From an optimization exercise on the open Yosys and OpenROAD flow, aimed at small area and a short achievable clock period; shortcuts taken in it are not production practice.
RTL that was checked went through simulation tests only; none was proved equivalent to the original.

## v6
// cordic_sqrt_pipelined
module cordic_sqrt_pipelined(
    input  wire clk,
    input  wire rst_n,
    input  wire start,
    input  wire signed [17:0] x_in,
    input  wire signed [17:0] y_in,
    output reg  signed [17:0] sqrt_out,
    output reg  done
);
    localparam N = 12;
    localparam LAT = N + 5;    
    reg signed [17:0] xr [0:N];
    reg signed [17:0] ya [0:N-1];
    reg               nr [0:N-1];
    wire signed [17:0] y0 = y_in[17] ? -y_in : y_in;    
    always @(posedge clk) begin
        xr[0] <= x_in[17] ? -x_in : x_in;
        ya[0] <= y0 ^ {18{y0[17]}};
        nr[0] <= y0[17];
    end
    genvar i;
    generate
        for (i = 0; i < N; i = i + 1) begin : st
            wire signed [17:0] x = xr[i];
            wire signed [17:0] a = ya[i];
            wire n = nr[i];
            wire [17:0] xn;
            bk_add #(18) ax (.a(x), .b(a >>> i), .ci(n), .s(xn));
            always @(posedge clk) xr[i+1] <= xn;
            if (i < N - 1) begin : yu
                wire [17:0] z;
                bk_add #(18) ay (.a(a), .b(~(x >>> i)), .ci(1'b1), .s(z));
                always @(posedge clk) begin
                    ya[i+1] <= z ^ {18{z[17]}};
                    nr[i+1] <= z[17] ^ n;
                end
            end
        end
    endgenerate
  ...
For scale: ~3000 cells after synthesis, ~540 flip-flops, roughly 0.029 mm² of cells after synthesis.
==> module cordic_sqrt_pipelined, before the edit <==
module cordic_sqrt_pipelined(
    input  wire clk,
    input  wire rst_n,
    input  wire start,
    input  wire signed [17:0] x_in,
    input  wire signed [17:0] y_in,
    output reg  signed [17:0] sqrt_out,
    output reg  done
);
    localparam N = 12;
    localparam LAT = N + 5;    
    reg signed [17:0] xr [0:N];
    reg signed [17:0] ya [0:N-1];
    reg               nr [0:N-1];
    wire signed [17:0] y0 = y_in[17] ? -y_in : y_in;    
    always @(posedge clk) begin
        xr[0] <= x_in[17] ? -x_in : x_in;
        ya[0] <= y0 ^ {18{y0[17]}};
        nr[0] <= y0[17];
    end
    genvar i;
    generate
        for (i = 0; i < N; i = i + 1) begin : st
            wire signed [17:0] x = xr[i];
            wire signed [17:0] a = ya[i];
            wire n = nr[i];
            wire [17:0] xn;
            bk_add #(18) ax (.a(x), .b(a >>> i), .ci(n), .s(xn));
            always @(posedge clk) xr[i+1] <= xn;
            if (i < N - 1) begin : yu
                wire [17:0] z;
                bk_add #(18) ay (.a(a), .b(~(x >>> i)), .ci(1'b1), .s(z));
                always @(posedge clk) begin
                    ya[i+1] <= z ^ {18{z[17]}};
                    nr[i+1] <= z[17] ^ n;
                end
            end
        end
    endgenerate
    wire signed [17:0] raw = xr[N];
    wire [17:0] o1 = raw >>> 1;
    wire [17:0] o2 = raw >>> 3;
    wire [17:0] o3 = ~(raw >>> 6);
    wire [17:0] o4 = ~(raw >>> 9);
    wire [17:0] c1s = o1 ^ o2 ^ o3;
    wire [17:0] c1c = (o1 & o2) | (o1 & o3) | (o2 & o3);
    wire [17:0] r2b = {c1c[16:0], 1'b0};
    wire [17:0] c2s = c1s ^ r2b ^ o4;
    wire [17:0] c2c = (c1s & r2b) | (c1s & o4) | (r2b & o4);
    reg  [17:0] ps_r, pc_r;
    always @(posedge clk) begin
        ps_r <= c2s;
        pc_r <= {c2c[16:0], 1'b1};
    end
    wire [17:0] s_w;
    bk_add #(18) as_ (.a(ps_r), .b(pc_r), .ci(1'b1), .s(s_w));
    reg  [17:0] s_r;
    wire [17:0] m_w;
    bk_add #(18) am (.a(s_r), .b(~{{12{s_r[17]}}, s_r[17:12]}), .ci(1'b1), .s(m_w));
    reg  [17:0] m_r;
    wire [17:0] f_w;
    bk_add #(18) af (.a(m_r), .b(~{{9{m_r[17]}}, m_r[17:9]}), .ci(1'b1), .s(f_w));
    always @(posedge clk) begin
        s_r <= s_w;
        m_r <= m_w;
        sqrt_out <= f_w;
    end
    reg [LAT-2:0] vld;
    always @(posedge clk or negedge rst_n) begin
        if (!rst_n) begin
            vld <= 0;
            done <= 1'b0;
        end else begin
            vld <= {vld[LAT-3:0], start};
            done <= vld[LAT-2];
        end
    end
endmodule
==> flow/config.mk <==
export PLATFORM = sky130hd
export DESIGN_NAME = cordic_sqrt_pipelined
export DESIGN_NICKNAME = cordic_sqrt_pipelined
export VERILOG_FILES = /design/flow/design.v
export SDC_FILE = /design/flow/constraint.sdc
export NUM_CORES = 4
export LEC_CHECK = 0
export ABC_AREA = 1
export CAP_MARGIN = 20
export CORE_MARGIN = 2
export CORE_UTILIZATION = 60
export CTS_CLUSTER_DIAMETER = 100
export CTS_CLUSTER_SIZE = 24
export SETUP_SLACK_MARGIN = 4.65
export SLEW_MARGIN = 20
export TNS_END_PERCENT = 0
==> flow/constraint.sdc <==
create_clock -name core_clock -period 7.3 [get_ports {clk}]
set_input_delay 1.4600 -clock core_clock [delete_from_list [all_inputs] [get_ports {clk}]]
set_output_delay 1.4600 -clock core_clock [all_outputs]
set_load 0.01 [all_outputs]
standard.sh (not shown) runs the stock make flow with config.mk's settings and CLKGATE_MAP_FILE= SYNTH_SCRIPT=/design/flow/synth_recipe.tcl, a recipe that flattens the netlist after the stock synthesis.
==> flow/flow/run.sh <==
#!/bin/bash
# Standard layout with two changes:
#  - full adders are left to abc as plain gates (sky130 fa cells are added to
#    DONT_USE_CELLS; the platform's own list is repeated, since this replaces it);
#  - port buffers are buf_2 cells rather than the delay cells buffer_ports
#    picks by default.
# Output goes to standard.log.
DU=" sky130_fd_sc_hd__probe_p_8 sky130_fd_sc_hd__probec_p_8 sky130_fd_sc_hd__lpflow_bleeder_1 sky130_fd_sc_hd__lpflow_clkbufkapwr_1 sky130_fd_sc_hd__lpflow_clkbufkapwr_16 sky130_fd_sc_hd__lpflow_clkbufkapwr_2 sky130_fd_sc_hd__lpflow_clkbufkapwr_4 sky130_fd_sc_hd__lpflow_clkbufkapwr_8 sky130_fd_sc_hd__lpflow_clkinvkapwr_1 sky130_fd_sc_hd__lpflow_clkinvkapwr_16 sky130_fd_sc_hd__lpflow_clkinvkapwr_2 sky130_fd_sc_hd__lpflow_clkinvkapwr_4 sky130_fd_sc_hd__lpflow_clkinvkapwr_8 sky130_fd_sc_hd__lpflow_decapkapwr_12 sky130_fd_sc_hd__lpflow_decapkapwr_3 sky130_fd_sc_hd__lpflow_decapkapwr_4 sky130_fd_sc_hd__lpflow_decapkapwr_6 sky130_fd_sc_hd__lpflow_decapkapwr_8 sky130_fd_sc_hd__lpflow_inputiso0n_1 sky130_fd_sc_hd__lpflow_inputiso0p_1 sky130_fd_sc_hd__lpflow_inputiso1n_1 sky130_fd_sc_hd__lpflow_inputiso1p_1 sky130_fd_sc_hd__lpflow_inputisolatch_1 sky130_fd_sc_hd__lpflow_isobufsrc_1 sky130_fd_sc_hd__lpflow_isobufsrc_16 sky130_fd_sc_hd__lpflow_isobufsrc_2 sky130_fd_sc_hd__lpflow_isobufsrc_4 sky130_fd_sc_hd__lpflow_isobufsrc_8 sky130_fd_sc_hd__lpflow_isobufsrckapwr_16 sky130_fd_sc_hd__lpflow_lsbuf_lh_hl_isowell_tap_1 sky130_fd_sc_hd__lpflow_lsbuf_lh_hl_isowell_tap_2 sky130_fd_sc_hd__lpflow_lsbuf_lh_hl_isowell_tap_4 sky130_fd_sc_hd__lpflow_lsbuf_lh_isowell_4 sky130_fd_sc_hd__lpflow_lsbuf_lh_isowell_tap_1 sky130_fd_sc_hd__lpflow_lsbuf_lh_isowell_tap_2 sky130_fd_sc_hd__lpflow_lsbuf_lh_isowell_tap_4 #  sky130_fd_sc_hd__fa_1 sky130_fd_sc_hd__fa_2 sky130_fd_sc_hd__fa_4"
export BUFFER_PORTS_ARGS="-buffer_cell sky130_fd_sc_hd__buf_2"
bash standard.sh "DONT_USE_CELLS=$DU" "BUFFER_PORTS_ARGS=$BUFFER_PORTS_ARGS" finish > standard.log 2>&1
Inputs modified between v6 and v7:
--- a/flow/design.v
+++ b/flow/design.v
@@ -38,11 +38,8 @@
     localparam LAT = N + 5;    
     reg signed [17:0] xr [0:N];
-    reg signed [17:0] ya [0:N-1];
-    reg               nr [0:N-1];
-    wire signed [17:0] y0 = y_in[17] ? -y_in : y_in;    
+    reg signed [17:0] yr [0:N-1];
     always @(posedge clk) begin
         xr[0] <= x_in[17] ? -x_in : x_in;
-        ya[0] <= y0 ^ {18{y0[17]}};
-        nr[0] <= y0[17];
+        yr[0] <= y_in[17] ? -y_in : y_in;
     end
     genvar i;
@@ -50,16 +47,14 @@
         for (i = 0; i < N; i = i + 1) begin : st
             wire signed [17:0] x = xr[i];
-            wire signed [17:0] a = ya[i];
-            wire n = nr[i];
-            wire [17:0] xn;
-            bk_add #(18) ax (.a(x), .b(a >>> i), .ci(n), .s(xn));
+            wire signed [17:0] y = yr[i];
+            wire neg = y[17];
+            wire signed [17:0] ys = y >>> i;
+            wire signed [17:0] xs = x >>> i;
+            wire [17:0] xn, yn;
+            bk_add #(18) ax (.a(x), .b(ys ^ {18{neg}}), .ci(neg), .s(xn));
             always @(posedge clk) xr[i+1] <= xn;
             if (i < N - 1) begin : yu
-                wire [17:0] z;
-                bk_add #(18) ay (.a(a), .b(~(x >>> i)), .ci(1'b1), .s(z));
-                always @(posedge clk) begin
-                    ya[i+1] <= z ^ {18{z[17]}};
-                    nr[i+1] <= z[17] ^ n;
-                end
+                bk_add #(18) ay (.a(y), .b(xs ^ {18{~neg}}), .ci(~neg), .s(yn));
+                always @(posedge clk) yr[i+1] <= yn;
             end
         end
==> summary.txt <==
v7: done, clean on timing, DRC and antenna. Between v7 and v6, total setup buffers inserted after CTS is lower for v7, v6 comes in above that. Diff v6 -> v7: first-iteration DRC count now sits higher, cell area went down by 590 µm², length in cells of the worst reg-to-reg path now larger, y dimension of the die saw an increase. [compare] base=v6 new=v7: number of synthesized register bits closely matched the old numbers; global routing met1 resource utilization now sits higher. Run comparison: v7 uppermost metal layer occupied by signal nets met5; v6 uppermost metal layer occupied by signal nets met4.
Only the layout flow was run in v6; the RTL was not checked for function there.

[port drivers added, routing unchanged]
The flow's constraints put no driver on any port. The routed layouts listed below were extracted and timed again, unchanged, in two steps.
Step 1 assumes that a clkbuf_16 drives the clock port and a buf_2 every other input.
Step 2 adds t to the input delays and takes it off the output delays; t is the mean of the earliest and latest rising clock arrival at the registers after step 1. Input paths then give back, and output paths get back, about the clock's delay inside the block.
Slacks: ideal / step 1 / step 2; pairs: ideal / step 1.
| run | t, ns | slack for setup (ns) | hold slack, ns | worst data-port slew with drivers (ns) | pins driven straight from the clock port |
|---|---|---|---|---|---|
| v6 | 0.645 | 4.566 / 4.566 / 4.292 | 0.343 / 0.343 / 0.343 | 0.03 | 1 |
| v7 | 0.639 | 4.697 / 4.697 / 4.384 | 0.344 / 0.344 / 0.344 | 0.04 | 1 |
After both steps every run listed still meets setup and hold. For v7, which loses most, drivers alone change the setup slack by 0.000 ns; drivers and shift together by -0.313 ns.
